This design comes from an exercise in tuning for small area and a short achievable clock period on the open sky130 flow, not from production work.
Function was checked by simulation only, so behaviour that the tests miss may differ from the original.

## flow/design.v (module list and top-level ports; edited modules follow where they fit)
// module Horner: 1253 lines
module Horner(input clk,
              input rst,
              input [31:0] x,
              input [31:0] cn,
              output wire [31:0] z);
  // ...
==> flow/flow/run.sh <==
#!/bin/bash
set -euo pipefail
R=orfs/results/$FLOW_PLATFORM/Horner/base
bash standard.sh synth > synth.log 2>&1
cp $R/1_2_yosys.v $R/1_2_yosys.std.v
python3 flow/mapnet.py "$FLOW_DESIGN" $R/1_2_yosys.map.v > mapnet.log 2>&1
regs() { grep -o 'dfxtp_1 \\[^ ]*' "$1" | sort; }
if [[ "$(regs $R/1_2_yosys.std.v)" == "$(regs $R/1_2_yosys.map.v)" ]]; then
  echo "registers match: using the mapped netlist" >> mapnet.log
  cp $R/1_2_yosys.map.v $R/1_2_yosys.v
else
  echo "registers differ: using the standard netlist" >> mapnet.log
  python3 flow/fixinv.py $R/1_2_yosys.std.v $R/1_2_yosys.v > fixinv.log 2>&1
fi
rm -f $R/1_synth.odb $R/1_synth.sdc
# port buffers: plain buffers rather than the delay cells buffer_ports picks by default
export BUFFER_PORTS_ARGS="-buffer_cell sky130_fd_sc_hd__buf_2"
bash standard.sh finish > layout.log 2>&1
==> flow/flow/fixinv.py <==
#!/usr/bin/env python3
"""Remove the inverters that synthesis leaves between full adders.

A full adder is self-dual: FA(~a, ~b, ~c) = (~cout, ~sum).  Each full adder
may therefore be flipped (take complemented inputs, give complemented
outputs) without changing what the circuit computes.  This chooses flips
that minimise the inverters needed, removes the plain inverters and adds
back one inverter per signal that still needs its complement.

usage: fixinv.py IN.v OUT.v
"""
import re, sys, collections, os
NOXOR = os.environ.get("NOXOR") == "1"   # debugging: flip full adders only

INV = "sky130_fd_sc_hd__inv_1"
FA = re.compile(r"sky130_fd_sc_hd__fa_\d+$")
FA_IN, FA_OUT = ("A", "B", "CIN"), ("COUT", "SUM")
OUT_PINS = {"X", "Y", "Q", "Q_N", "SUM", "COUT", "HI", "LO"}

src = open(sys.argv[1]).read()
src = re.sub(r"\(\*.*?\*\)", "", src, flags=re.S)
m = re.search(r"\bmodule\b.*?\bendmodule\b", src, re.S)
body = m.group(0)

inst_re = re.compile(r"^\s*(sky130_fd_sc_hd__\w+)\s+(\S+)\s*\((.*?)\);\s*$", re.S | re.M)
pin_re = re.compile(r"\.(\w+)\(\s*([^()]*?)\s*\)")
cells = []
for im in inst_re.finditer(body):
    pins = [(p, n) for p, n in pin_re.findall(im.group(3))]
    cells.append({"type": im.group(1), "name": im.group(2), "pins": pins, "span": im.span()})

locked = set()
for am in re.finditer(r"^\s*assign\s+(.*?);", body, re.M | re.S):
    for tok in re.findall(r"\\\S+|[A-Za-z_][\w$]*(?:\s*\[\d+\])?", am.group(1)):
        locked.add(re.sub(r"\s+", "", tok))
for dm in re.finditer(r"^\s*(input|output|inout)\b(.*?);", body, re.M | re.S):
    for tok in re.findall(r"\\\S+|[A-Za-z_][\w$]*", dm.group(2)):
        locked.add(tok)
def base(n):
    return re.sub(r"\s*\[\d+\]$", "", n)
def is_locked(n):
    return n in locked or base(n) in locked

driver = {}
for c in cells:
    for p, n in c["pins"]:
        if p in OUT_PINS:
            driver[n] = (c, p)

# removable inverters: plain inverters whose nets are not locked
removable = set()
for c in cells:
    if c["type"] == INV:
        d = dict(c["pins"])
        if not is_locked(d["Y"]) and not is_locked(d["A"]):
            removable.add(c["name"])
inv_in = {}
for c in cells:
    if c["name"] in removable:
        d = dict(c["pins"])
        inv_in[d["Y"]] = d["A"]

def trace(n):
    p = 0
    while n in inv_in:
        n = inv_in[n]; p ^= 1
    return n, p

XO = re.compile(r"sky130_fd_sc_hd__x(n?)or2_(\d+)$")
fas = [c for c in cells if FA.match(c["type"]) or (XO.match(c["type"]) and not NOXOR)]
fa_idx = {c["name"]: i for i, c in enumerate(fas)}
flip = [0] * len(fas)
lockfa = [0] * len(fas)
root_fa = {}
for i, c in enumerate(fas):
    for p, n in c["pins"]:
        if p in FA_OUT or (p in ("X", "Y") and XO.match(c["type"])):
            root_fa[n] = i
            if is_locked(n):
                lockfa[i] = 1

# consumers: (cell index, pin index, root, parity, fa index or -1)
cons = []
by_root = collections.defaultdict(list)
fa_cons = collections.defaultdict(list)
for ci, c in enumerate(cells):
    if c["name"] in removable:
        continue
    for pi, (p, n) in enumerate(c["pins"]):
        if p in OUT_PINS or n == "" or n.startswith("1'"):
            continue
        r, par = trace(n)
        j = fa_idx.get(c["name"], -1) if (p in FA_IN and FA.match(c["type"])) else -1
        k = len(cons)
        cons.append((ci, pi, r, par, j))
        by_root[r].append(k)
        if j >= 0:
            fa_cons[j].append(k)

def need(k):
    ci, pi, r, par, j = cons[k]
    q = par
    if r in root_fa:
        q ^= flip[root_fa[r]]
    if j >= 0:
        q ^= flip[j]
    return q

def root_cost(r):
    return 1 if any(need(k) for k in by_root[r]) else 0

def fa_roots(i):
    rs = set(cons[k][2] for k in fa_cons[i])
    for p, n in fas[i]["pins"]:
        if p in FA_OUT or (p in ("X", "Y") and XO.match(fas[i]["type"])):
            rs.add(n)
    return rs

import random
random.seed(1)
before = sum(root_cost(r) for r in by_root)
order = [i for i in range(len(fas)) if not lockfa[i]]
cur = before
best = (cur, list(flip))
T = 1.0
for it in range(60000):
    i = random.choice(order)
    rs = fa_roots(i)
    old = sum(root_cost(r) for r in rs)
    flip[i] ^= 1
    new = sum(root_cost(r) for r in rs)
    d = new - old
    if d <= 0 or random.random() < pow(2.718, -d / T):
        cur += d
        if cur < best[0]:
            best = (cur, list(flip))
    else:
        flip[i] ^= 1
    T = max(0.05, T * 0.9999)
flip = best[1]
improved = True
passes = 0
while improved and passes < 50:
    improved = False; passes += 1
    for i in range(len(fas)):
        if lockfa[i]:
            continue
        rs = fa_roots(i)
        old = sum(root_cost(r) for r in rs)
        flip[i] ^= 1
        new = sum(root_cost(r) for r in rs)
        if new < old:
            improved = True
        else:
            flip[i] ^= 1
after = sum(root_cost(r) for r in by_root)

# rewrite
newpins = {ci: list(c["pins"]) for ci, c in enumerate(cells)}
invnet = {}
for k in range(len(cons)):
    ci, pi, r, par, j = cons[k]
    if need(k):
        if r not in invnet:
            invnet[r] = f"fixinv_{len(invnet)}"
        net = invnet[r]
    else:
        net = r
    p, _ = newpins[ci][pi]
    newpins[ci][pi] = (p, net)
# flipped full adders need no pin change: their outputs keep their nets,
# which now carry the complement, and consumers were resolved above.

out = []
pos = 0
for ci, c in enumerate(cells):
    s, e = c["span"]
    out.append(body[pos:s])
    pos = e
    if c["name"] in removable:
        continue
    pins = ",\n".join(f"    .{p}({n})" for p, n in newpins[ci])
    ty = c["type"]
    xm = XO.match(ty)
    if xm and c["name"] in fa_idx and flip[fa_idx[c["name"]]]:
        ty = f"sky130_fd_sc_hd__x{'' if xm.group(1) else 'n'}or2_{xm.group(2)}"
        opin = "X" if xm.group(1) else "Y"     # xor2 drives X, xnor2 drives Y
        pins = ",\n".join(f"    .{opin if p in ('X', 'Y') else p}({n})" for p, n in newpins[ci])
    out.append(f"  {ty} {c['name']} (\n{pins}\n  );\n")
rest = body[pos:]
extra = []
for r, n in invnet.items():
    extra.append(f"  wire {n};\n")
for r, n in invnet.items():
    extra.append(f"  {INV} {n}_cell (\n    .A({r}),\n    .Y({n})\n  );\n")
rest = rest.replace("endmodule", "".join(extra) + "endmodule", 1)
newbody = "".join(out) + rest
open(sys.argv[2], "w").write(src[:m.start()] + newbody + src[m.end():])
print(f"fixinv: {len(fas)} full adders/xors, {sum(flip)} flipped; "
      f"{len(removable)} inverters removed, {len(invnet)} added "
      f"(cost {before} -> {after}, {passes} passes)")
==> flow/standard.sh <==
#!/bin/bash
# synth_recipe.tcl (not shown) runs the flow's synth.tcl, then flattens the netlist and writes it again
# the make line also repeats each setting of config.mk as NAME=value (left out here)
make -C /OpenROAD-flow-scripts/flow DESIGN_CONFIG=/design/flow/config.mk WORK_HOME=/design/flow/orfs CLKGATE_MAP_FILE= SYNTH_SCRIPT=/design/flow/synth_recipe.tcl "${@:-finish}"
==> flow/config.mk <==
export PLATFORM = sky130hd
export DESIGN_NAME = Horner
export DESIGN_NICKNAME = Horner
export VERILOG_FILES = /design/flow/design.v
export SDC_FILE = /design/flow/constraint.sdc
export NUM_CORES = 4
export LEC_CHECK = 0
export CAP_MARGIN = 20
export CORE_MARGIN = 2
export CORE_UTILIZATION = 65
export PLACE_DENSITY = 0.75
export SETUP_SLACK_MARGIN = 2.5
export SLEW_MARGIN = 20
==> flow/constraint.sdc <==
create_clock -name core_clock -period 8.5 [get_ports {clk}]
set_input_delay 1.7000 -clock core_clock [delete_from_list [all_inputs] [get_ports {clk}]]
set_output_delay 1.7000 -clock core_clock [all_outputs]
set_load 0.01 [all_outputs]
Not shown: flow/flow/mapnet.py
==> reports/qor.csv, run 1 <==
metric,value,unit
utilization,0.760,
dp_slack,1.62,ns
endpoint,a30_1$_DFF_P_,
antenna_cells,0,
rsz0062_at_grt,yes,
htreeDepth,2,
layout_common_cells,"300 x xnor2_1, 256 x a22oi_1, 241 x fa_1, 96 x buf_2, 77 x nand2_1",
core-area,19300,µm²
ctsRootBufferMaster,clkbuf_16,
routabilityCongestion,0.989,
initialDrtViolationCount,1275,
crit_chain,"buf_2, xor2_4, nor2_4, buf_4, a22oi_1, xnor2_1, fa_1, fa_1, fa_1, fa_1, fa_1, fa_1, ha_1",
cp.arrival,6.16,ns
ff2ff_path_depth,17,
drv_slew,0,
setup_slack,2.54,ns
grt_max_degree,36,
yosysWarnings,1,
hold_viol,0,
buffers_excl_clock,166,
slew_headroom,0.351,
post_cts.repair.setup_buffers,4,
fp.dieW,144,µm
status,timing/DRC/antenna clean,
wirelength_met1,15.9,mm
dr_wl_met2,19.8,mm
ctsHoldBuffers,0,
min_period,5.96,ns
r2r_setup_slack,2.62,ns
==> run 2: changes to the inputs <==
--- a/flow/config.mk
+++ b/flow/config.mk
@@ -7,7 +7,7 @@
 export LEC_CHECK = 0
 export CAP_MARGIN = 20
 export CORE_MARGIN = 2
-export CORE_UTILIZATION = 65
-export PLACE_DENSITY = 0.75
+export CORE_UTILIZATION = 70
+export PLACE_DENSITY = 0.8
 export SETUP_SLACK_MARGIN = 2.5
 export SLEW_MARGIN = 20
==> run 2 against run 1 <==
Register-to-register slack improved by 0.13 ns. Via count rose by 2.5%. Synthesized area did not move. Core utilization rose by 5.4 points. Synthesized cell count did not move. Critical path depth fell by 1. Non-clock buffer count did not move. Routed wire length rose by 0.48%. Critical endpoint is now a21_0$_DFF_P_. Highest routed layer unchanged.
==> reports/qor.csv, run 2 <==
metric,value,unit,change
setup_tns,0,ns,unchanged
slowest_delay,0.69,ns,was 0.52 ns
antenna_cells,0,,unchanged
dpl_cell_area,14100,µm²,about the same
cp_max_fo,11,,was 17
initial_core_util,0.711,,was 0.658
synth_cells,1262,,unchanged
portBuffers,97,,unchanged
hp-start,a2_0$_DFF_P_,,was a0_0$_DFF_P_
cts_buffers,5,,unchanged
multi_input_area,11900,µm²,about the same
crit_chain,"buf_2, xnor2_1, nor2_4, buf_4, a22oi_1, xnor2_1, fa_1, fa_1, fa_1, fa_1, fa_1, fa_1",,"was buf_2, xor2_4, nor2_4, buf_4, a22oi_1, xnor2_1, fa_1, fa_1, fa_1, fa_1, fa_1, fa_1, ha_1"
crit_path_frequent_cell,fa_1,,unchanged
crit_type,input port to flip-flop,,unchanged
antenna_found_initial,0,,unchanged
cts_tree,yes,,unchanged
core-area,17900,µm²,was 19300 µm²
min_path_type,flip-flop to flip-flop,,unchanged
final_nets,1752,,was 1753
dpl.cell_count,1639,,was 1670
timing.rr.end,a30_1$_DFF_P_,,unchanged
hold_end,a2_0$_DFF_P_,,was a0_0$_DFF_P_
start_kind,input port,,unchanged
hpwl,30.9,mm,was 31.0 mm
ioPinCount,98,,unchanged
setup-violations-final,0,,unchanged
ff2ff_path_depth,18,,was 17
cp.arrival,6.12,ns,was 6.16 ns
rsz0062_at_grt,no,,was yes
fp.dieH,139,µm,was 144 µm
cp_top_family,adder cells,,unchanged
synthesis.nets,1584,,unchanged
cp_data_required_time,8.68,ns,was 8.70 ns
clock-skew-final,0.00648,ns,was 0.00836 ns
critPathBufInv,2,,unchanged
drive_gt1_frac,0.154,,was 0.157
hold_viol,0,,unchanged
final_common_cell,xnor2_1,,unchanged
htreeDepth,2,,unchanged
regArea,981,µm²,unchanged
area.growth.synth_to_final,14.4,%,was 15.4%
grt.total_usage,0.448,,was 0.418
avgSynthCellArea,10.1,µm²,unchanged
wl_per_cell,25.9,µm,was 25.2 µm
grt_pass1_vias,12072,,was 11629
n_fill_cell,1180,,was 1404
syn_area,12700,µm²,unchanged
grt_pass1_wl,66.5,mm,was 64.7 mm
initialDrtViolationCount,1433,,was 1275
routed_wl,43.0,mm,was 42.8 mm
cp-startpoint,x[7],,was x[2]
clkTransAtPathRegs,0.07,ns,about the same
ctsRootBufferMaster,clkbuf_16,,unchanged
worst_slew_pin_slew,1.07,ns,was 0.971 ns
status,timing/DRC/antenna clean,,unchanged
finalCritPeriodShare,0.700,,was 0.702
ant_nets,0,,unchanged
post-route-drc-count,0,,unchanged
slew_headroom,0.279,,was 0.351
fin_cells,1659,,was 1697
layout_common_cells,"300 x xnor2_1, 255 x a22oi_1, 241 x fa_1, 96 x buf_2, 77 x nand2_1",,"was 300 x xnor2_1, 256 x a22oi_1, 241 x fa_1, 96 x buf_2, 77 x nand2_1"
finalInstanceArea,14600,µm²,was 14700 µm²
fp.dieW,139,µm,was 144 µm
cp-end-kind,flip-flop,,unchanged
overflow,0,,unchanged
yosysWarnings,1,,unchanged
min_period,5.95,ns,was 5.96 ns
num_vias,11523,,was 11245
routabilityCongestion,0.978,,was 0.989
r2r-start,a10_1$_DFF_P_,,was a23_1$_DFF_P_
die_area,19300,µm²,was 20700 µm²
first_pass_iters,8,,was 6
slowest_stage,xnor2_1,,was fa_1
vias_per_cell,6.95,,was 6.63
insertion_delay,0.31,ns,about the same
fmax,0.168,GHz,about the same
r2r_setup_slack,2.75,ns,was 2.62 ns
grt_max_degree,42,,was 36
clock_path_buffers,2,,unchanged
cap_violations,0,,unchanged
min_path_cells,4,,was 5
cts_sinks,49,,unchanged
drv_slew,0,,unchanged
row_count,49,,was 51
==> run 2: metrics by stage <==
stage	setup WS [ns]	util	hold slack (ns)
2_1_floorplan	2.46	-	0.974
3_3_place_gp	1.79	0.787	1.01
3_5_place_dp	1.67	0.787	1.06
4_1_cts	2.49	0.802	1.08
5_1_grt	2.50	0.813	1.16
6_report	2.55	0.813	1.08
==> run 2: worst max path at each step <==
stage | endpoint | slack, ns | cells after the start
2_1_floorplan | a30_1$_DFF_P_ | 2.46 | 10
6_report | a21_0$_DFF_P_ | 2.55 | 12
5_1_grt | a30_1$_DFF_P_ | 2.50 | 19
4_1_cts | a30_1$_DFF_P_ | 2.49 | 13
3_3_place_gp | a28_1$_DFF_P_ | 1.79 | 13
3_5_place_dp | a30_1$_DFF_P_ | 1.67 | 13
==> run 2: layout make-up <==
cell class,count,share of cell area
Multi-Input combinational cell,1164,0.816
Sequential cell,49,0.0674
Clock buffer,5,0.00859
Tap cell,229,0.0197
Inverter,44,0.0113
Timing Repair Buffer,166,0.0749
Clock inverter,2,0.00241
==> run 2: worst min-delay path: cells and delay by family, from the launching register on <==
family	cells	cell delay [ns]
compound gates	1	0.21
xor+xnor	1	0.18
fa+ha+maj	1	0.18
flops	1	0.31
simple gates	1	0.16
==> run 2: routing by layer <==
| metal | routed length, µm | GRT usage | vias to the layer above |
|---|---|---|---|
| met5 | 0 | 0 | - |
| met4 | 2410 | 0.191 | 0 |
| met3 | 5600 | 0.115 | 228 |
| met2 | 20100 | 0.726 | 1008 |
| met1 | 14900 | 0.576 | 5595 |
| li1 | - | - | 4692 |
==> run 2: timing repair <==
| action | CTS | global route |
|---|---|---|
| endpoints found under the hold margin | 0 | 0 |
| pin swaps | 1 | 3 |
| buffers inserted | 4 | 6 |
| hold buffers | 0 | 0 |
| resized for setup | 15 | 26 |
| gates cloned | 0 | 2 |
| setup endpoints to repair | 32 | 22 |
==> run 3: changes to the inputs <==
--- a/flow/flow/mapnet.py
+++ b/flow/flow/mapnet.py
@@ -15,6 +15,7 @@
 cells = []            # (type, instance, [(pin, net)])
 alias = {}            # rtl name -> net
 consts = {}           # rtl name -> constant value
+FAST_FA = float(__import__('os').environ.get('FAST_FA', '0.25'))   # split full adders with less model slack (ns)
 OWN_ADDER = True      # build the adder of the register bits here, in alternating polarity
 nets = set()
 regs = []             # (name, source)
@@ -330,6 +331,85 @@
     if n != f"z[{k}]":
         cell("buf_1", [("A", n), ("X", f"z[{k}]")])
 
+
+DELAY = {"fa_1": {("SUM", "A"): 0.53, ("SUM", "B"): 0.51, ("SUM", "CIN"): 0.48,
+                  ("COUT", "A"): 0.43, ("COUT", "B"): 0.41, ("COUT", "CIN"): 0.40},
+         "ha_1": {("SUM", None): 0.27, ("COUT", None): 0.20},
+         "xor2_1": 0.20, "xnor2_1": 0.20, "a22oi_1": 0.20, "nand2_1": 0.10, "nor2_1": 0.13,
+         "nor2b_1": 0.20, "a21oi_1": 0.15, "o21ai_0": 0.17, "a21boi_0": 0.20, "inv_1": 0.06,
+         "buf_1": 0.15, "a21o_1": 0.22, "and2_1": 0.18, "or2_1": 0.22, "dfxtp_1": 0.0}
+OUTS = ("X", "Y", "Q", "SUM", "COUT")
+T_IN, T_Q = 1.9, 0.65
+
+def timing():
+    drv = {}; loads = {}
+    for ci, (ty, nm, pins) in enumerate(cells):
+        for p, n in pins:
+            if p in OUTS:
+                drv[n] = (ci, p)
+            else:
+                loads.setdefault(n, []).append((ci, p))
+    def d(ci, ip, op, n_out):
+        ty = cells[ci][0][len(P):]
+        t = DELAY.get(ty, 0.2)
+        if isinstance(t, dict):
+            t = t.get((op, ip), t.get((op, None), 0.5))
+        return t + 0.03 * max(0, len(loads.get(n_out, [])) - 1)
+    arr = {}
+    def a(n):
+        if n in arr:
+            return arr[n]
+        if n not in drv:
+            arr[n] = T_IN; return T_IN
+        ci, op = drv[n]
+        ty, nm, pins = cells[ci]
+        if ty.endswith("dfxtp_1"):
+            arr[n] = T_Q; return T_Q
+        t = max((a(m) + d(ci, p, op, n)) for p, m in pins if p not in OUTS and p != "CLK")
+        arr[n] = t; return t
+    import sys as _s
+    _s.setrecursionlimit(100000)
+    ends = [dict(pins)["D"] for ty, nm, pins in cells if ty.endswith("dfxtp_1")]
+    tmax = max(a(n) for n in ends)
+    req = {}
+    def r(n):
+        if n in req:
+            return req[n]
+        t = tmax if n in ends else 99.0
+        for ci, p in loads.get(n, []):
+            ty, nm, pins = cells[ci]
+            if ty.endswith("dfxtp_1"):
+                continue
+            for op, m in pins:
+                if op in OUTS:
+                    t = min(t, r(m) - d(ci, p, op, m))
+        req[n] = t; return t
+    return a, r, tmax
+
+if FAST_FA > 0:
+    a, r, tmax = timing()
+    newcells = []
+    nfast = 0
+    for ty, nm, pins in cells:
+        if ty.endswith("fa_1"):
+            pd = dict(pins)
+            slack = min(r(pd["SUM"]) - a(pd["SUM"]), r(pd["COUT"]) - a(pd["COUT"]))
+            if slack < FAST_FA:
+                ins = sorted([pd["A"], pd["B"], pd["CIN"]], key=a)
+                x1 = new("fx"); n1 = new("fn"); n2 = new("fn")
+                for n in (x1, n1, n2):
+                    nets.add(n)
+                newcells.append((P + "xor2_1", nm + "x1", [("A", ins[0]), ("B", ins[1]), ("X", x1)]))
+                newcells.append((P + "xor2_1", nm + "x2", [("A", x1), ("B", ins[2]), ("X", pd["SUM"])]))
+                newcells.append((P + "nand2_1", nm + "n1", [("A", ins[0]), ("B", ins[1]), ("Y", n1)]))
+                newcells.append((P + "nand2_1", nm + "n2", [("A", x1), ("B", ins[2]), ("Y", n2)]))
+                newcells.append((P + "nand2_1", nm + "n3", [("A", n1), ("B", n2), ("Y", pd["COUT"])]))
+                nfast += 1
+                continue
+        newcells.append((ty, nm, pins))
+    cells[:] = newcells
+    print(f"mapnet: model delay {tmax:.2f}, {nfast} full adders split")
+
 o = ["module Horner(clk, rst, x, cn, z);", "  input clk;", "  input rst;", "  input [31:0] x;",
      "  input [31:0] cn;", "  output [31:0] z;"]
 for n in sorted(nets):
--- a/flow/config.mk
+++ b/flow/config.mk
@@ -7,7 +7,7 @@
 export LEC_CHECK = 0
 export CAP_MARGIN = 20
 export CORE_MARGIN = 2
-export CORE_UTILIZATION = 70
-export PLACE_DENSITY = 0.8
+export CORE_UTILIZATION = 60
+export PLACE_DENSITY = 0.7
 export SETUP_SLACK_MARGIN = 2.5
 export SLEW_MARGIN = 20
==> run 3 against run 2 <==
Sequential cell count unchanged. Core utilization decreased by 13 points. Synthesized area increased by 3.3%. Critical endpoint is now a29_1$_DFF_P_.
==> reports/qor.csv, run 3 <==
metric,value,unit,change
status,timing/DRC/antenna clean,,unchanged
worst_slew_pin_slew,1.15,ns,was 1.07 ns
synthesis.nets,1728,,was 1584
fp.dieW,152,µm,was 139 µm
grt_max_degree,36,,was 42
initial_core_util,0.606,,was 0.711
vias_per_cell,6.30,,was 6.95
setup_tns,0,ns,unchanged
overflow,0,,unchanged
slowest_stage,fa_1,,was xnor2_1
first_pass_iters,7,,was 8
fmax,0.169,GHz,was 0.168 GHz
crit_type,input port to flip-flop,,unchanged
hold_end,a0_0$_DFF_P_,,was a2_0$_DFF_P_
cts_tree,yes,,unchanged
grt_pass1_wl,68.7,mm,was 66.5 mm
final_common_cell,xnor2_1,,unchanged
cp_data_required_time,8.68,ns,about the same
crit_chain,"buf_4, nor2b_2, buf_4, a22oi_1, xnor2_1, fa_1, fa_1, fa_1, fa_1, fa_1, fa_1, ha_1",,"was buf_2, xnor2_1, nor2_4, buf_4, a22oi_1, xnor2_1, fa_1, fa_1, fa_1, fa_1, fa_1, fa_1"
antenna_found_initial,0,,unchanged
num_vias,11881,,was 11523
min_path_cells,5,,was 4
hp-start,a0_0$_DFF_P_,,was a2_0$_DFF_P_
syn_area,13100,µm²,was 12700 µm²
post-route-drc-count,0,,unchanged
n_fill_cell,1892,,was 1180
cap_violations,0,,unchanged
hold_viol,0,,unchanged
timing.rr.end,a29_1$_DFF_P_,,was a30_1$_DFF_P_
ant_nets,0,,unchanged
cp_max_fo,30,,was 11
routed_wl,43.7,mm,was 43.0 mm
layout_common_cells,"300 x xnor2_1, 256 x a22oi_1, 221 x nand2_1, 193 x fa_1, 161 x xor2_1",,"was 300 x xnor2_1, 255 x a22oi_1, 241 x fa_1, 96 x buf_2, 77 x nand2_1"
slew_headroom,0.234,,was 0.279
setup-violations-final,0,,unchanged
r2r_setup_slack,2.71,ns,was 2.75 ns
area.growth.synth_to_final,12.8,%,was 14.4%
clkTransAtPathRegs,0.08,ns,was 0.07 ns
avgSynthCellArea,9.04,µm²,was 10.1 µm²
grt.total_usage,0.379,,was 0.448
portBuffers,97,,unchanged
slowest_delay,0.57,ns,was 0.69 ns
cp-end-kind,flip-flop,,unchanged
cts_sinks,49,,unchanged
hpwl,32.9,mm,was 30.9 mm
cp.arrival,6.10,ns,was 6.12 ns
cp_top_family,adder cells,,unchanged
drive_gt1_frac,0.124,,was 0.154
ctsRootBufferMaster,clkbuf_16,,unchanged
dpl_cell_area,14500,µm²,was 14100 µm²
crit_path_frequent_cell,fa_1,,unchanged
ioPinCount,98,,unchanged
drv_slew,0,,unchanged
finalInstanceArea,14800,µm²,was 14600 µm²
clock_path_buffers,2,,unchanged
die_area,23100,µm²,was 19300 µm²
min_path_type,flip-flop to flip-flop,,unchanged
final_nets,1880,,was 1752
wl_per_cell,23.2,µm,was 25.9 µm
rsz0062_at_grt,yes,,was no
finalCritPeriodShare,0.696,,was 0.700
core-area,21700,µm²,was 17900 µm²
min_period,5.92,ns,was 5.95 ns
initialDrtViolationCount,1410,,was 1433
yosysWarnings,1,,unchanged
r2r-start,a13_0$_DFF_P_,,was a10_1$_DFF_P_
ff2ff_path_depth,16,,was 18
synth_cells,1454,,was 1262
start_kind,input port,,unchanged
grt_pass1_vias,12135,,was 12072
cts_buffers,5,,unchanged
critPathBufInv,2,,unchanged
routabilityCongestion,0.945,,was 0.978
insertion_delay,0.30,ns,was 0.31 ns
row_count,54,,was 49
htreeDepth,2,,unchanged
antenna_cells,0,,unchanged
clock-skew-final,0.00747,ns,was 0.00648 ns
fp.dieH,152,µm,was 139 µm
[run 3: cell types whose count changed in the layout (fill, tap and decap cells not counted), sizes merged]
cell    previous run  this run
buf              165       150
xor2              74       171
bufinv             1         0
nor2              51        49
inv               44        46
fa               241       193
nand2             77       221
[run 3: worst max path at each step]
| stage | start | end | slack (ns) | cells after the start |
|---|---|---|---|---|
| after global routing | rst | a29_1$_DFF_P_ | 2.46 | 12 |
| after global placement | x[18] | a29_1$_DFF_P_ | 1.95 | 13 |
| final | rst | a29_1$_DFF_P_ | 2.58 | 12 |
| after floorplan | x[6] | a29_1$_DFF_P_ | 2.49 | 10 |
| after CTS | x[18] | a29_1$_DFF_P_ | 2.50 | 13 |
| after detailed placement | x[18] | a29_1$_DFF_P_ | 1.87 | 13 |
[run 3: area by class of cell]
class	instances	area, µm²	area share
clock inverter	3	28.8	0.00194
sequential	49	981	0.0661
tap	280	350	0.0236
timing repair buffer	151	907	0.0612
multi-input combinational	1355	12300	0.828
inverter	44	165	0.0111
clock buffer	5	125	0.00844
[run 3: worst min-delay path: cells and delay by family, from the launching register on]
family                   cells  cell delay, ns
adder cells (fa/ha/maj)      1            0.15
XOR/XNOR                     1            0.13
flip-flops                   1            0.31
buffers and inverters        1            0.23
AND/OR/NAND/NOR              2            0.29
[run 3: metrics by stage]
step           std cells  hold slack (ns)  worst slack [ns]  utilization
6_report            1887             1.14              2.58        0.684
5_1_grt             1887             1.19              2.46        0.684
4_1_cts             1884             1.13              2.50        0.678
3_5_place_dp        1876             1.22              1.87        0.668
3_3_place_gp        1876             1.21              1.95        0.668
2_1_floorplan       1454            0.974              2.49            -
[run 3: repair_timing]
action | in CTS | in global routing
endpoints found under the setup margin | 25 | 22
hold buffers | 0 | 0
resized for setup | 12 | 21
pin swaps | 0 | 2
gates cloned | 0 | 1
buffers inserted | 0 | 2
[run 3: layer usage]
layer | vias to the layer above | track usage | part of all wire
li1 | 5248 | - | -
met1 | 5737 | 0.546 | 0.41
met2 | 790 | 0.560 | 0.42
met3 | 106 | 0.0938 | 0.13
met4 | 0 | 0.126 | 0.035
met5 | - | 0 | 0
==> run 4: changes to the inputs <==
--- a/flow/config.mk
+++ b/flow/config.mk
@@ -9,5 +9,5 @@
 export CORE_MARGIN = 2
 export CORE_UTILIZATION = 60
 export PLACE_DENSITY = 0.7
-export SETUP_SLACK_MARGIN = 2.5
+export SETUP_SLACK_MARGIN = 3
 export SLEW_MARGIN = 20
==> run 4 against run 3 <==
Global-route usage increased by 4.1 points. Die area unchanged. Via count increased by 13%. Hold slack improved by 0.089 ns.
==> reports/qor.csv, run 4 <==
metric,value,unit,change
antenna_cells,0,,unchanged
htreeDepth,2,,unchanged
cp-end-kind,flip-flop,,unchanged
hold_viol,0,,unchanged
grt_pass1_wl,75.7,mm,was 68.7 mm
clock-skew-final,0.0132,ns,was 0.00747 ns
num_vias,13428,,was 11881
row_count,54,,unchanged
min_period,5.73,ns,was 5.92 ns
utilization,0.794,,was 0.684
clock_path_buffers,2,,unchanged
avgSynthCellArea,9.04,µm²,unchanged
cp.arrival,5.87,ns,was 6.10 ns
synth_cells,1454,,unchanged
insertion_delay,0.31,ns,was 0.30 ns
fp.dieH,152,µm,unchanged
vias_per_cell,6.63,,was 6.30
ff2ff_path_depth,14,,was 16
cap_violations,0,,unchanged
fmax,0.175,GHz,was 0.169 GHz
rsz0062_at_grt,yes,,unchanged
yosysWarnings,1,,unchanged
initialDrtViolationCount,2016,,was 1410
synthesis.nets,1728,,unchanged
grt.total_usage,0.419,,was 0.379
finalCritPeriodShare,0.674,,was 0.696
min_path_cells,6,,was 5
core-area,21700,µm²,unchanged
final_nets,2018,,was 1880
first_pass_iters,9,,was 7
cp_data_required_time,8.65,ns,was 8.68 ns
ctsHoldBuffers,0,,unchanged
fp.dieW,152,µm,unchanged
worst_slew_pin_slew,0.643,ns,was 1.15 ns
min_path_type,flip-flop to flip-flop,,unchanged
status,timing/DRC/antenna clean,,unchanged
ctsRootBufferMaster,clkbuf_16,,unchanged
cp_max_fo,12,,was 30
area.growth.synth_to_final,30.9,%,was 12.8%
grt_max_degree,36,,unchanged
routed_wl,54.1,mm,was 43.7 mm
grt_pass1_vias,12846,,was 12135
overflow,0,,unchanged
hpwl,32.6,mm,was 32.9 mm
clkTransAtPathRegs,0.08,ns,about the same
drv_slew,0,,unchanged
post-route-drc-count,0,,unchanged
portBuffers,97,,unchanged
ioPinCount,98,,unchanged
setup_tns,0,ns,unchanged
final_common_cell,xnor2_1,,unchanged
die_area,23100,µm²,unchanged
cts_buffers,5,,unchanged
drive_gt1_frac,0.235,,was 0.124
crit_type,input port to flip-flop,,unchanged
ant_nets,0,,unchanged
antenna_found_initial,1,,was 0
syn_area,13100,µm²,unchanged
wl_per_cell,26.7,µm,was 23.2 µm
dpl.cell_count,1856,,was 1876
initial_core_util,0.606,,unchanged
cts_sinks,49,,unchanged
slew_headroom,0.568,,was 0.234
fin_cells,2025,,was 1887
start_kind,input port,,unchanged
layout_common_cells,"281 x xnor2_1, 250 x a22oi_1, 219 x nand2_1, 184 x fa_1, 149 x xor2_1",,"was 300 x xnor2_1, 256 x a22oi_1, 221 x nand2_1, 193 x fa_1, 161 x xor2_1"
setup-violations-final,0,,unchanged
routabilityCongestion,0.988,,was 0.945
cts_tree,yes,,unchanged
==> run 4: worst paths after layout <==
check,from,to,slack [ns]
setup / recovery,rst,a17_0$_DFF_P_,2.77
hold / removal,a0_0$_DFF_P_,a0_0$_DFF_P_,1.23
setup reg to reg,a6_1$_DFF_P_,a17_0$_DFF_P_,3.08
hold reg to reg,a0_0$_DFF_P_,a0_0$_DFF_P_,1.23
==> run 4: cell type report <==
| type | instances | area (µm²) |
|---|---|---|
| clock buffers | 5 | 125 |
| clock inverters | 3 | 28.8 |
| fillers | 1467 | 4480 |
| inverters | 44 | 165 |
| multi-input cells | 1369 | 13100 |
| flip-flops and latches | 49 | 981 |
| well taps | 280 | 350 |
| repair buffers | 275 | 2420 |
==> run 4: what timing repair did <==
item | CTS | global route
pin swaps | 15 | 52
resized for setup | 47 | 115
cloned | 12 | 7
buffers inserted | 80 | 62
endpoints found under the setup margin | 36 | 30
==> run 4: layer usage <==
layer / share of wire / vias to the layer above / global-route usage
met5: 0 / - / 0
met4: 0.072 / 0 / 0.204
met3: 0.14 / 314 / 0.131
met2: 0.43 / 1168 / 0.619
met1: 0.36 / 6409 / 0.562
li1: - / 5537 / -
==> run 4: metrics by stage <==
step	worst slack (ns)	hold slack, ns	area (µm²)
2_1_floorplan	2.96	0.869	13600
3_3_place_gp	2.03	1.14	14600
3_5_place_dp	1.95	1.19	14600
4_1_cts	2.95	1.27	16000
5_1_grt	2.80	1.28	17200
6_report	2.77	1.23	17200
==> run 4: worst max-delay path, cell delays in order <==
cell       delay [ns]
buf_16           0.15
clkbuf_16        0.22
nor2b_4          0.43
a22oi_1          0.22
xnor2_1          0.37
xor2_1           0.35
xor2_1           0.18
fa_1             0.46
fa_1             0.46
fa_1             0.51
ha_1             0.21
fa_1             0.57
==> run 5: changes to the inputs <==
--- a/flow/flow/mapnet.py
+++ b/flow/flow/mapnet.py
@@ -15,7 +15,8 @@
 cells = []            # (type, instance, [(pin, net)])
 alias = {}            # rtl name -> net
 consts = {}           # rtl name -> constant value
-FAST_FA = float(__import__('os').environ.get('FAST_FA', '0.25'))   # split full adders with less model slack (ns)
+FAST_FA = float(__import__('os').environ.get('FAST_FA', '0'))   # split full adders with less model slack (ns)
+SPLIT_ONE = True      # two gets its own b1 ^ b0 gate
 OWN_ADDER = True      # build the adder of the register bits here, in alternating polarity
 nets = set()
 regs = []             # (name, source)
@@ -284,7 +285,12 @@
             b2, b1 = f"x[{2*i+1}]", f"x[{2*i}]"
             t = new("tw")
             cell("xnor2_1", [("A", b2), ("B", b1), ("Y", t)])
-            cell("nor2_1", [("A", net(f"one{i}")), ("B", t), ("Y", name)])
+            if SPLIT_ONE:                  # own copy of b1 ^ b0, off the heavily loaded one
+                u = new("to")
+                cell("xor2_1", [("A", b1), ("B", f"x[{2*i-1}]"), ("X", u)])
+            else:
+                u = net(f"one{i}")
+            cell("nor2_1", [("A", u), ("B", t), ("Y", name)])
         continue
     m = re.match(r"neg(\d+)$", name)
     if m:
==> flow/config.mk (replaced) <==
export PLATFORM = sky130hd
export DESIGN_NAME = Horner
export DESIGN_NICKNAME = Horner
export VERILOG_FILES = /design/flow/design.v
export SDC_FILE = /design/flow/constraint.sdc
export NUM_CORES = 4
export LEC_CHECK = 0
export CAP_MARGIN = 5
export CORE_MARGIN = 2
export CORE_UTILIZATION = 60
export PLACE_DENSITY = 0.7
export SETUP_SLACK_MARGIN = 2.5
export SLEW_MARGIN = 5
==> run 5 against run 4 <==
Still clean. Via count down 18%. Worst setup slack got worse by 0.14 ns. Routed wire length fell by 21%. Hold slack got worse by 0.12 ns. Core utilization is 9.3 points lower. Die area fell by 2.1%. Critical path depth increased by 1. Final cell count down 15%. Final area fell by 14%. Register-to-register slack worse by 0.34 ns. Critical endpoint is now a21_0$_DFF_P_.
==> reports/qor.csv, run 5 <==
metric,value,unit,change
drv_slew,0,,unchanged
final_nets,1770,,was 2018
ant_nets,0,,unchanged
clkTransAtPathRegs,0.07,ns,was 0.08 ns
layout_common_cells,"300 x xnor2_1, 256 x a22oi_1, 241 x fa_1, 96 x buf_2, 84 x xor2_1",,"was 281 x xnor2_1, 250 x a22oi_1, 219 x nand2_1, 184 x fa_1, 149 x xor2_1"
first_pass_iters,6,,was 9
avgSynthCellArea,10.1,µm²,was 9.04 µm²
cts_buffers,5,,unchanged
htreeDepth,2,,unchanged
routed_wl,42.6,mm,was 54.1 mm
antenna_cells,0,,unchanged
min_period,5.87,ns,was 5.73 ns
yosysWarnings,1,,unchanged
grt.total_usage,0.381,,was 0.419
die_area,22600,µm²,was 23100 µm²
setup-violations-final,0,,unchanged
clock_path_buffers,2,,unchanged
finalCritPeriodShare,0.690,,was 0.674
overflow,0,,unchanged
grt_max_degree,36,,unchanged
grt_pass1_wl,65.0,mm,was 75.7 mm
num_vias,11015,,was 13428
cts_sinks,49,,unchanged
vias_per_cell,6.39,,was 6.63
hpwl,31.0,mm,was 32.6 mm
clock-skew-final,0.00441,ns,was 0.0132 ns
cp_data_required_time,8.68,ns,was 8.65 ns
cts_tree,yes,,unchanged
hold_viol,0,,unchanged
portBuffers,97,,unchanged
cp.arrival,6.05,ns,was 5.87 ns
cp_max_fo,16,,was 12
crit_type,input port to flip-flop,,unchanged
row_count,53,,was 54
worst_slew_pin_slew,1.16,ns,was 0.643 ns
fp.dieH,150,µm,was 152 µm
antenna_found_initial,0,,was 1
area.growth.synth_to_final,14.6,%,was 30.9%
synth_cells,1277,,was 1454
post-route-drc-count,0,,unchanged
wl_per_cell,24.7,µm,was 26.7 µm
initialDrtViolationCount,999,,was 2016
initial_core_util,0.612,,was 0.606
utilization,0.701,,was 0.794
dpl.cell_count,1698,,was 1856
drive_gt1_frac,0.147,,was 0.235
fp.dieW,150,µm,was 152 µm
min_path_type,flip-flop to flip-flop,,unchanged
syn_area,12900,µm²,was 13100 µm²
cap_violations,0,,unchanged
synthesis.nets,1599,,was 1728
cp-end-kind,flip-flop,,unchanged
rsz0062_at_grt,yes,,unchanged
core-area,21000,µm²,was 21700 µm²
fin_cells,1724,,was 2025
setup_tns,0,ns,unchanged
start_kind,input port,,unchanged
fmax,0.170,GHz,was 0.175 GHz
ioPinCount,98,,unchanged
routabilityCongestion,0.950,,was 0.988
status,timing/DRC/antenna clean,,unchanged
grt_pass1_vias,11343,,was 12846
final_common_cell,xnor2_1,,unchanged
ctsRootBufferMaster,clkbuf_16,,unchanged
slew_headroom,0.226,,was 0.568
insertion_delay,0.30,ns,was 0.31 ns
==> run 5: path summary, 6_finish.rpt <==
check,startpoint,endpoint,slack (ns),depth (start not counted)
max reg2reg,a13_1$_DFF_P_,a30_1$_DFF_P_,2.74,19
min reg2reg,a0_0$_DFF_P_,a0_0$_DFF_P_,1.11,5
max,x[4],a21_0$_DFF_P_,2.63,13
min,a0_0$_DFF_P_,a0_0$_DFF_P_,1.11,5
==> run 5: timing repair <==
action,4_1_cts,5_1_grt
pin swaps,1,0
setup endpoints to repair,29,18
gates resized for setup,15,20
cloned,0,1
setup buffers,4,13
hold buffers,0,0
==> run 5: routing by layer <==
| layer | wire length (µm) | share of wire | GRT usage |
|---|---|---|---|
| met3 | 4710 | 0.11 | 0.105 |
| met5 | 74 | 0.0017 | 0.00455 |
| met1 | 16700 | 0.39 | 0.506 |
| met4 | 1520 | 0.036 | 0.137 |
| met2 | 19600 | 0.46 | 0.601 |
==> run 5: final cells by class <==
type / count / area, µm²
clock buffer: 7 / 143
sequential: 49 / 981
fill: 1676 / 6280
timing repair buffer: 170 / 1120
multi-input combinational: 1178 / 12000
clock inverter: 1 / 30.0
inverter: 44 / 165
tap: 275 / 344
==> run 5: stage by stage <==
step	hold slack [ns]	worst slack (ns)	instance area, µm²
finish	1.11	2.63	14700
CTS	1.23	2.45	14500
floorplan	0.974	2.50	13000
detailed placement	1.21	1.82	14200
global route	1.16	2.47	14700
global placement	1.18	1.89	14200
==> run 5: worst max-delay path: stages <==
cell and delay (ns):
buf_2 0.16, xor2_1 0.20, nor2_4 0.44, buf_4 0.32, a22oi_1 0.11, xnor2_1 0.19
fa_1 0.49, fa_1 0.46, fa_1 0.39, fa_1 0.51, fa_1 0.41, ha_1 0.20
fa_1 0.43
==> run 6: changes to the inputs <==
--- a/flow/config.mk
+++ b/flow/config.mk
@@ -5,9 +5,10 @@
 export SDC_FILE = /design/flow/constraint.sdc
 export NUM_CORES = 4
 export LEC_CHECK = 0
-export CAP_MARGIN = 5
+export CAP_MARGIN = 20
 export CORE_MARGIN = 2
 export CORE_UTILIZATION = 60
 export PLACE_DENSITY = 0.7
 export SETUP_SLACK_MARGIN = 2.5
-export SLEW_MARGIN = 5
+export SLEW_MARGIN = 20
+export TNS_END_PERCENT = 20
==> run 6 against run 5 <==
Clock skew hardly changed. Die area stayed put. Sequential share of layout area stayed put. Clock-buffer cell count stayed put. Worst setup slack worse by 0.00069 ns. Via count is 0.50% higher. Non-clock buffer count stayed put. Critical path depth is 2 lower. Final area stayed put. Routed wire length is 0.11% lower. Highest routed layer is now met4.
==> reports/qor.csv, run 6 <==
metric,value,unit,change
status,timing/DRC/antenna clean,,unchanged
initialDrtViolationCount,1103,,was 999
cp_top_family,adder cells,,unchanged
die_area,22600,µm²,unchanged
finalCritPeriodShare,0.691,,was 0.690
hold_viol,0,,unchanged
first_pass_iters,6,,unchanged
row_count,53,,unchanged
clock-skew-final,0.00450,ns,was 0.00441 ns
setup_slack,2.63,ns,about the same
crit_chain,"buf_6, nor2b_2, a22oi_1, xnor2_1, fa_1, fa_1, fa_1, fa_1, fa_1, ha_1, ha_1",,"was buf_2, xor2_1, nor2_4, buf_4, a22oi_1, xnor2_1, fa_1, fa_1, fa_1, fa_1, fa_1, ha_1, fa_1"
cts_tree,yes,,unchanged
top_layer,met4,,was met5
final_nets,1770,,unchanged
wl_met3,4.83,mm,was 4.71 mm
cap_violations,0,,unchanged
grt_pass1_wl,65.0,mm,about the same
ioPinCount,98,,unchanged
initial_core_util,0.612,,unchanged
portBuffers,97,,unchanged
setup_tns,0,ns,unchanged
setup-violations-final,0,,unchanged
routabilityCongestion,0.950,,unchanged
core-area,21000,µm²,unchanged
crit_path_frequent_cell,fa_1,,unchanged
worst_slew_pin_slew,1.15,ns,was 1.16 ns
rsz0062_at_grt,yes,,unchanged
r2r_setup_slack,2.72,ns,was 2.74 ns
antenna_cells,0,,unchanged
slew_headroom,0.232,,was 0.226
whs,1.10,ns,was 1.11 ns
clkTransAtPathRegs,0.07,ns,about the same
vias_per_cell,6.42,,was 6.39
fmax,0.170,GHz,about the same
min_path_type,flip-flop to flip-flop,,unchanged
finalInstanceArea,14700,µm²,unchanged
cts_sinks,49,,unchanged
drv_slew,0,,unchanged
grt_max_degree,36,,unchanged
wl_per_cell,24.7,µm,about the same
insertion_delay,0.30,ns,about the same
yosysWarnings,1,,unchanged
fp.dieH,150,µm,unchanged
fp.dieW,150,µm,unchanged
min_period,5.87,ns,about the same
dp_slack,1.82,ns,unchanged
routed_wl,42.6,mm,about the same
dpl_cell_area,14200,µm²,unchanged
slowest_delay,0.92,ns,was 0.51 ns
critPathBufInv,1,,was 2
cts_buffers,5,,unchanged
syn_area,12900,µm²,unchanged
htreeDepth,2,,unchanged
area.growth.synth_to_final,14.6,%,unchanged
post-route-drc-count,0,,unchanged
num_vias,11070,,was 11015
synthesis.nets,1599,,unchanged
n_fill_cell,1676,,unchanged
crit_type,input port to flip-flop,,unchanged
overflow,0,,unchanged
hpwl,31.0,mm,unchanged
multi_input_area,12000,µm²,unchanged
clock_path_buffers,2,,unchanged
slowest_stage,nor2b_2,,was fa_1
ctsRootBufferMaster,clkbuf_16,,unchanged
final_common_cell,xnor2_1,,unchanged
wirelength_met1,16.5,mm,was 16.7 mm
regArea,981,µm²,unchanged
cp.arrival,6.06,ns,was 6.05 ns
avgSynthCellArea,10.1,µm²,unchanged
dr_wl_met2,19.8,mm,was 19.6 mm
grt.total_usage,0.381,,about the same
synth_cells,1277,,unchanged
antenna_found_initial,0,,unchanged
cp-end-kind,flip-flop,,unchanged
cp_max_fo,26,,was 16
grt_pass1_vias,11329,,was 11343
cp_data_required_time,8.69,ns,was 8.68 ns
ctsHoldBuffers,0,,unchanged
layout_common_cells,"300 x xnor2_1, 256 x a22oi_1, 241 x fa_1, 96 x buf_2, 84 x xor2_1",,unchanged
drive_gt1_frac,0.147,,unchanged
start_kind,input port,,unchanged
ant_nets,0,,unchanged
run 6: per-stage QoR:
| step | utilization | instances |
|---|---|---|
| 3_3_place_gp | 0.677 | 1698 |
| 4_1_cts | 0.690 | 1710 |
| 5_1_grt | 0.701 | 1724 |
| 2_1_floorplan | - | 1277 |
| 6_report | 0.701 | 1724 |
| 3_5_place_dp | 0.677 | 1698 |
run 6: layout make-up:
class / count / area share
Clock buffer: 7 / 0.00968
Timing Repair Buffer: 170 / 0.0762
Sequential cell: 49 / 0.0666
Clock inverter: 1 / 0.00204
Inverter: 44 / 0.0112
Tap cell: 275 / 0.0233
Multi-Input combinational cell: 1178 / 0.811
run 6: final timing paths:
| kind | startpoint | to | cells past startpoint |
|---|---|---|---|
| setup reg to reg | a13_1$_DFF_P_ | a30_1$_DFF_P_ | 19 |
| hold / removal | a0_0$_DFF_P_ | a0_0$_DFF_P_ | 5 |
| hold reg to reg | a0_0$_DFF_P_ | a0_0$_DFF_P_ | 5 |
| setup / recovery | rst | a26_1$_DFF_P_ | 11 |
run 6: worst reg2reg max path, cell delays in order (launching register included):
cell     delay (ns)
dfxtp_1        0.35
xor2_1         0.31
nand2_1        0.12
nor2_1         0.22
inv_1          0.06
o21ai_0        0.16
inv_1          0.07
o21ai_0        0.13
a21oi_1        0.09
xnor2_1        0.29
nor2b_2        0.49
a22oi_1        0.18
xnor2_1        0.30
fa_1           0.47
fa_1           0.40
fa_1           0.44
fa_1           0.40
fa_1           0.51
fa_1           0.41
ha_1           0.28
run 6: per-layer routing:
metal	up-vias	track usage
met4	0	0.134
met5	-	0.00455
met1	5467	0.506
met3	119	0.104
met2	734	0.602
li1	4750	-
run 6: timing repair:
item | CTS | global route
gates resized for setup | 13 | 22
setup buffers | 4 | 13
cloned | 0 | 1
pin swaps | 1 | 0
endpoints found under the setup margin | 29 | 18
endpoints found under the hold margin | 0 | 0
==> run 7: changes to the inputs <==
--- a/flow/config.mk
+++ b/flow/config.mk
@@ -11,4 +11,3 @@
 export PLACE_DENSITY = 0.7
 export SETUP_SLACK_MARGIN = 2.5
 export SLEW_MARGIN = 20
-export TNS_END_PERCENT = 20
==> run 7 against run 6 <==
Still clean on timing, DRC and antenna. Final area did not move. Non-clock buffer count did not move. Fmax barely moved. Core utilization did not move. Die area did not move. Critical endpoint is now a21_0$_DFF_P_.
==> reports/qor.csv, run 7 <==
metric,value,unit,change
status,timing/DRC/antenna clean,,unchanged
slowest_delay,0.51,ns,was 0.92 ns
fp.dieH,150,µm,unchanged
rsz0062_at_grt,yes,,unchanged
cp_data_required_time,8.68,ns,was 8.69 ns
cts_buffers,5,,unchanged
post-route-drc-count,0,,unchanged
cp_max_fo,16,,was 26
row_count,53,,unchanged
overflow,0,,unchanged
crit_chain,"buf_2, xor2_1, nor2_4, buf_4, a22oi_1, xnor2_1, fa_1, fa_1, fa_1, fa_1, fa_1, ha_1, fa_1",,"was buf_6, nor2b_2, a22oi_1, xnor2_1, fa_1, fa_1, fa_1, fa_1, fa_1, ha_1, ha_1"
setup_tns,0,ns,unchanged
r2r_setup_slack,2.74,ns,was 2.72 ns
grt.total_usage,0.381,,about the same
clkTransAtPathRegs,0.07,ns,about the same
ctsRootBufferMaster,clkbuf_16,,unchanged
vias_per_cell,6.39,,was 6.42
area.growth.synth_to_final,14.6,%,unchanged
crit_path_frequent_cell,fa_1,,unchanged
clock_path_buffers,2,,unchanged
cp.arrival,6.05,ns,was 6.06 ns
crit_type,input port to flip-flop,,unchanged
hold_viol,0,,unchanged
cts_sinks,49,,unchanged
layout_common_cells,"300 x xnor2_1, 256 x a22oi_1, 241 x fa_1, 96 x buf_2, 84 x xor2_1",,unchanged
finalInstanceArea,14700,µm²,unchanged
first_pass_iters,6,,unchanged
fp.dieW,150,µm,unchanged
portBuffers,97,,unchanged
initial_core_util,0.612,,unchanged
avgSynthCellArea,10.1,µm²,unchanged
cap_violations,0,,unchanged
finalCritPeriodShare,0.690,,was 0.691
antenna_found_initial,0,,unchanged
slowest_stage,fa_1,,was nor2b_2
min_path_type,flip-flop to flip-flop,,unchanged
htreeDepth,2,,unchanged
hpwl,31.0,mm,unchanged
grt_pass1_wl,65.0,mm,about the same
core-area,21000,µm²,unchanged
cp-end-kind,flip-flop,,unchanged
dpl_cell_area,14200,µm²,unchanged
slew_headroom,0.226,,was 0.232
drive_gt1_frac,0.147,,unchanged
syn_area,12900,µm²,unchanged
whs,1.11,ns,was 1.10 ns
n_fill_cell,1676,,unchanged
insertion_delay,0.30,ns,about the same
yosysWarnings,1,,unchanged
ioPinCount,98,,unchanged
ctsHoldBuffers,0,,unchanged
synth_cells,1277,,unchanged
min_period,5.87,ns,about the same
worst_slew_pin_slew,1.16,ns,was 1.15 ns
clock-skew-final,0.00441,ns,was 0.00450 ns
synthesis.nets,1599,,unchanged
grt_pass1_vias,11343,,was 11329
grt_max_degree,36,,unchanged
routabilityCongestion,0.950,,unchanged
die_area,22600,µm²,unchanged
cts_tree,yes,,unchanged
initialDrtViolationCount,999,,was 1103
final_common_cell,xnor2_1,,unchanged
routed_wl,42.6,mm,about the same
antenna_cells,0,,unchanged
fmax,0.170,GHz,about the same
num_vias,11015,,was 11070
setup-violations-final,0,,unchanged
final_nets,1770,,unchanged
ant_nets,0,,unchanged
wl_per_cell,24.7,µm,about the same
utilization,0.701,,unchanged
start_kind,input port,,unchanged
drv_slew,0,,unchanged
run 7: metal layers:
metal	track usage	share of wire	routed length (µm)
met4	0.137	0.036	1520
met3	0.105	0.11	4710
met5	0.00455	0.0017	74
met1	0.506	0.39	16700
met2	0.601	0.46	19600
run 7: per-stage QoR:
step	instances	setup slack [ns]
after global routing	1724	2.47
after detailed placement	1698	1.82
after CTS	1710	2.45
after floorplan	1277	2.50
final	1724	2.63
after global placement	1698	1.89
run 7: final timing paths:
| check | cells after the start | endpoint | start |
|---|---|---|---|
| min reg2reg | 5 | a0_0$_DFF_P_ | a0_0$_DFF_P_ |
| max reg2reg | 19 | a30_1$_DFF_P_ | a13_1$_DFF_P_ |
| max | 13 | a21_0$_DFF_P_ | x[4] |
| min | 5 | a0_0$_DFF_P_ | a0_0$_DFF_P_ |
run 7: area by class of cell:
| type | count | area [µm²] | share of cell area |
|---|---|---|---|
| clock inverters | 1 | 30.0 | 0.00204 |
| multi-input cells | 1178 | 12000 | 0.811 |
| well taps | 275 | 344 | 0.0233 |
| flip-flops and latches | 49 | 981 | 0.0666 |
| clock buffers | 7 | 143 | 0.00968 |
| inverters | 44 | 165 | 0.0112 |
| repair buffers | 170 | 1120 | 0.0762 |
run 7: repair_timing:
action / in CTS / in global routing
endpoints found under the hold margin: 0 / 0
endpoints found under the setup margin: 29 / 18
buffers inserted: 4 / 13
gates resized for setup: 15 / 20
gates cloned: 0 / 1
pin swaps: 1 / 0
run 7: critical path: cells and delay by family:
family / cells / cell delay [ns]
AO/OA/AOI/OAI: 1 / 0.11
XOR/XNOR: 2 / 0.39
adder cells (fa/ha/maj): 7 / 2.89
buffers and inverters: 2 / 0.48
AND/OR/NAND/NOR: 1 / 0.44
==> run 8: changes to the inputs <==
--- a/flow/flow/mapnet.py
+++ b/flow/flow/mapnet.py
@@ -16,6 +16,7 @@
 alias = {}            # rtl name -> net
 consts = {}           # rtl name -> constant value
 FAST_FA = float(__import__('os').environ.get('FAST_FA', '0'))   # split full adders with less model slack (ns)
+CLONE_MIN = int(__import__('os').environ.get('CLONE_MIN', '20'))   # clone digit/multiplicand drivers with this many loads (0: never)
 SPLIT_ONE = True      # two gets its own b1 ^ b0 gate
 OWN_ADDER = True      # build the adder of the register bits here, in alternating polarity
 nets = set()
@@ -140,6 +141,7 @@
     if m:
         regs.append((m.group(1), m.group(2)))
 
+MC = "am" if "am" in defs else "acc"
 done = set()
 CPA_NAMES = re.compile(r"(p\d+|g\d+|G\d+_\d+|P\d+_\d+|acc\[\d+\])$")
 
@@ -269,6 +271,15 @@
         emit(parse(e), name); continue
     m = re.match(r"one(\d+)$", name)
     if m:
+        i = int(m.group(1))
+        if "rst" in e:                     # reset on the Booth digits: one = ~rst & (b1 ^ b0)
+            if i == 0:
+                cell("nor2b_1", [("A", "rst"), ("B_N", "x[0]"), ("Y", name)])
+            else:
+                t = new("on")
+                cell("xnor2_1", [("A", f"x[{2*i}]"), ("B", f"x[{2*i-1}]"), ("Y", t)])
+                cell("nor2_1", [("A", "rst"), ("B", t), ("Y", name)])
+            continue
         v = parse(e)
         if isinstance(v, str):
             alias[name] = net(v)
@@ -278,7 +289,16 @@
     m = re.match(r"two(\d+)$", name)
     if m:
         i = int(m.group(1))
-        if i == 0:                         # b2 & ~b1
+        if "rst" in e:                     # two = ~rst & ...
+            if i == 0:                     # ~rst & x1 & ~x0
+                cell("nor3b_1", [("A", "rst"), ("B", "x[0]"), ("C_N", "x[1]"), ("Y", name)])
+            else:
+                b2, b1, b0 = f"x[{2*i+1}]", f"x[{2*i}]", f"x[{2*i-1}]"
+                t = new("tw"); u = new("to")
+                cell("xnor2_1", [("A", b2), ("B", b1), ("Y", t)])
+                cell("xor2_1", [("A", b1), ("B", b0), ("X", u)])
+                cell("nor3_1", [("A", "rst"), ("B", u), ("C", t), ("Y", name)])
+        elif i == 0:                       # b2 & ~b1
             v = parse(e)
             cell("nor2b_1", [("A", net(v[2][1])), ("B_N", net(v[1])), ("Y", name)])
         else:                              # two = ~(b1 ^ b0) & (b2 ^ b1) = nor(one, xnor(b2, b1))
@@ -306,10 +326,10 @@
         i, j = int(m.group(1)), int(m.group(2))
         y = new("sel")
         if j == 0:
-            cell("nand2_1", [("A", net(f"one{i}")), ("B", net("am[0]")), ("Y", y)])
+            cell("nand2_1", [("A", net(f"one{i}")), ("B", net(f"{MC}[0]")), ("Y", y)])
         else:
-            cell("a22oi_1", [("A1", net(f"one{i}")), ("A2", net(f"am[{j}]")),
-                             ("B1", net(f"two{i}")), ("B2", net(f"am[{j-1}]")), ("Y", y)])
+            cell("a22oi_1", [("A1", net(f"one{i}")), ("A2", net(f"{MC}[{j}]")),
+                             ("B1", net(f"two{i}")), ("B2", net(f"{MC}[{j-1}]")), ("Y", y)])
         cell("xnor2_1", [("A", y), ("B", net(f"neg{i}")), ("Y", name)])
         continue
     m = re.match(r"p(\d+)$", name)
@@ -338,6 +358,39 @@
         cell("buf_1", [("A", n), ("X", f"z[{k}]")])
 
 
+# --- cloning of heavily loaded Booth digit and multiplicand drivers ------------
+# one/two/neg of a Booth row and each gated multiplicand bit drive up to 32
+# selectors; a driver with at least CLONE_MIN loads gets a copy of itself that
+# takes the upper half of them (the selectors of the higher columns).
+def clone_drivers():
+    drv = {}; loads = {}
+    for ci, (ty, nm, pins) in enumerate(cells):
+        for pi, (p, n) in enumerate(pins):
+            if p in ("X", "Y", "Q", "SUM", "COUT"):
+                drv[n] = ci
+            else:
+                loads.setdefault(n, []).append((ci, pi))
+    added = 0
+    for n in list(loads):
+        if not re.match(r"(one|two|neg)\d+$|am_\d+$", n) or n not in drv:
+            continue
+        ls = loads[n]
+        if len(ls) < CLONE_MIN:
+            continue
+        ty, nm, pins = cells[drv[n]]
+        n2 = n + "_c"
+        nets.add(n2)
+        cells.append((ty, nm + "_c", [(p, n2 if m == n else m) for p, m in pins]))
+        for ci, pi in ls[len(ls) // 2:]:
+            t2, nm2, pins2 = cells[ci]
+            pins2 = list(pins2); pins2[pi] = (pins2[pi][0], n2)
+            cells[ci] = (t2, nm2, pins2)
+        added += 1
+    print(f"mapnet: {added} drivers cloned")
+
+if CLONE_MIN:
+    clone_drivers()
+
 DELAY = {"fa_1": {("SUM", "A"): 0.53, ("SUM", "B"): 0.51, ("SUM", "CIN"): 0.48,
                   ("COUT", "A"): 0.43, ("COUT", "B"): 0.41, ("COUT", "CIN"): 0.40},
          "ha_1": {("SUM", None): 0.27, ("COUT", None): 0.20},
==> run 8 against run 7 <==
First-iteration DRC count is 34% higher. Via count is 1.6% higher. Hold slack worse by 0.025 ns. Critical path type unchanged. Routed wire length decreased by 3.3%. Still clean on timing, DRC and antenna. Sequential share of layout area barely moved. Register-to-register slack got worse by 0.06 ns.
==> reports/qor.csv, run 8 <==
metric,value,unit,change
drv_slew,0,,unchanged
cp_data_required_time,8.69,ns,was 8.68 ns
setup-violations-final,0,,unchanged
cp.arrival,6.10,ns,was 6.05 ns
grt_pass1_wl,64.2,mm,was 65.0 mm
min_period,5.92,ns,was 5.87 ns
post-route-drc-count,0,,unchanged
cts_tree,yes,,unchanged
clkTransAtPathRegs,0.09,ns,was 0.07 ns
hp-start,a0_0$_DFF_P_,,unchanged
initial_core_util,0.615,,was 0.612
finalCritPeriodShare,0.696,,was 0.690
dpl_cell_area,14300,µm²,was 14200 µm²
fp.dieW,152,µm,was 150 µm
hold_viol,0,,unchanged
wl_per_cell,23.7,µm,was 24.7 µm
cts_buffers,5,,unchanged
routed_wl,41.2,mm,was 42.6 mm
row_count,53,,unchanged
clock-skew-final,0.0198,ns,was 0.00441 ns
status,timing/DRC/antenna clean,,unchanged
start_kind,input port,,unchanged
clock_path_buffers,2,,unchanged
antenna_found_initial,2,,was 0
vias_per_cell,6.43,,was 6.39
synthesis.nets,1630,,was 1599
overflow,0,,unchanged
ff2ff_path_depth,17,,was 19
r2r-start,a6_0$_DFF_P_,,was a13_1$_DFF_P_
grt.total_usage,0.372,,was 0.381
grt_pass1_vias,11078,,was 11343
insertion_delay,0.32,ns,was 0.30 ns
final_common_cell,xnor2_1,,unchanged
area.growth.synth_to_final,12.6,%,was 14.6%
timing.rr.end,a30_1$_DFF_P_,,unchanged
yosysWarnings,1,,unchanged
core-area,21200,µm²,was 21000 µm²
min_path_cells,5,,unchanged
num_vias,11190,,was 11015
post_cts.repair.setup_buffers,0,,was 4
hold_end,a0_0$_DFF_P_,,unchanged
crit_type,input port to flip-flop,,unchanged
whs,1.09,ns,was 1.11 ns
hpwl,32.5,mm,was 31.0 mm
==> run 8: cell count changes in the layout (fill, tap and decap cells not counted), moves of 3 or more <==
| cell | before | now |
|---|---|---|
| nor2b_1 | 48 | 65 |
| nor2_2 | 1 | 9 |
| xor2_2 | 3 | 11 |
| a21boi_1 | 2 | 9 |
| buf_12 | 6 | 0 |
| buf_4 | 65 | 59 |
| nor2b_4 | 13 | 7 |
| a21boi_2 | 5 | 8 |
| a21boi_4 | 5 | 2 |
==> run 8: layout make-up <==
cell class	instances	area [µm²]
repair buffers	157	960
clock inverters	3	21.3
inverters	44	165
multi-input cells	1208	12100
well taps	275	344
fillers	1760	6510
clock buffers	5	125
flip-flops and latches	49	981
==> run 8: routing by layer <==
| layer | vias up | wire (µm) | part of all wire | track usage |
|---|---|---|---|---|
| met1 | 5556 | 17300 | 0.42 | 0.554 |
| met5 | - | 0 | 0 | 0 |
| met2 | 751 | 17800 | 0.43 | 0.553 |
| met4 | 0 | 790 | 0.019 | 0.0801 |
| li1 | 4819 | - | - | - |
| met3 | 64 | 5310 | 0.13 | 0.0952 |
==> run 8: worst max-delay path by stage <==
stage	end	slack [ns]	cells past startpoint	startpoint
after global placement	a15_0$_DFF_P_	1.94	11	x[1]
after CTS	a30_1$_DFF_P_	2.50	12	x[18]
final	a15_0$_DFF_P_	2.58	12	x[1]
after floorplan	a30_1$_DFF_P_	2.47	9	x[19]
after global routing	a15_0$_DFF_P_	2.46	12	x[1]
after detailed placement	a15_0$_DFF_P_	1.72	11	x[1]
==> run 8: metrics by stage <==
step / setup WS, ns / cells / utilization
after detailed placement: 1.72 / 1732 / 0.676
after global routing: 2.46 / 1741 / 0.693
after floorplan: 2.47 / 1308 / -
after global placement: 1.94 / 1732 / 0.676
final: 2.58 / 1741 / 0.693
after CTS: 2.50 / 1740 / 0.685
==> run 8: critical path, cell delays in order <==
cell	delay, ns
buf_4	0.43
xor2_1	0.18
nor2_2	0.54
a22oi_1	0.19
xnor2_1	0.20
fa_1	0.43
fa_1	0.44
fa_1	0.51
fa_1	0.42
ha_1	0.21
fa_1	0.38
fa_1	0.43
==> run 8: what timing repair did <==
item | 4_1_cts | 5_1_grt
endpoints found under the setup margin | 29 | 20
hold buffers | 0 | 0
resized for setup | 13 | 40

static timing again, ports no longer ideal:
The results above use ideal ports. As a check the final layouts listed here were re-extracted and re-timed, cells and wires unchanged. Step 1 assumes that a clkbuf_16 drives the clock port and a buf_2 every other input. Step 2 moves the port delays by t, midway between the first and last clock arrival at a register: inputs arrive t later, outputs are due t later. That takes back most of the time a late clock gives input paths. a / b / c = ideal ports / drivers / drivers and shift; a / b = the first two.
run	t (ns)	slack for setup (ns)	worst setup path after step 2	slew at the worst register clock pin (ns)	worst slew at a driven data input, ns
run 1	0.350	2.536 / 2.558 / 2.207	input to register	0.08 / 0.08	0.05
run 2	0.341	2.554 / 2.573 / 2.232	input to register	0.07 / 0.07	0.06
run 3	0.335	2.582 / 2.590 / 2.255	input to register	0.08 / 0.08	0.05
run 4	0.343	2.774 / 2.685 / 2.342	input to register	0.08 / 0.08	0.21
run 5	0.344	2.631 / 2.643 / 2.299	input to register	0.07 / 0.07	0.04
run 6	0.343	2.631 / 2.639 / 2.296	input to register	0.07 / 0.07	0.04
run 7	0.344	2.631 / 2.643 / 2.299	input to register	0.07 / 0.07	0.04
run 8	0.352	2.585 / 2.605 / 2.253	input to register	0.09 / 0.09	0.05
After both steps every run listed still meets setup and hold. The setup slack of run 4, which loses most, moves by -0.089 ns with the drivers and by -0.432 ns with both steps.
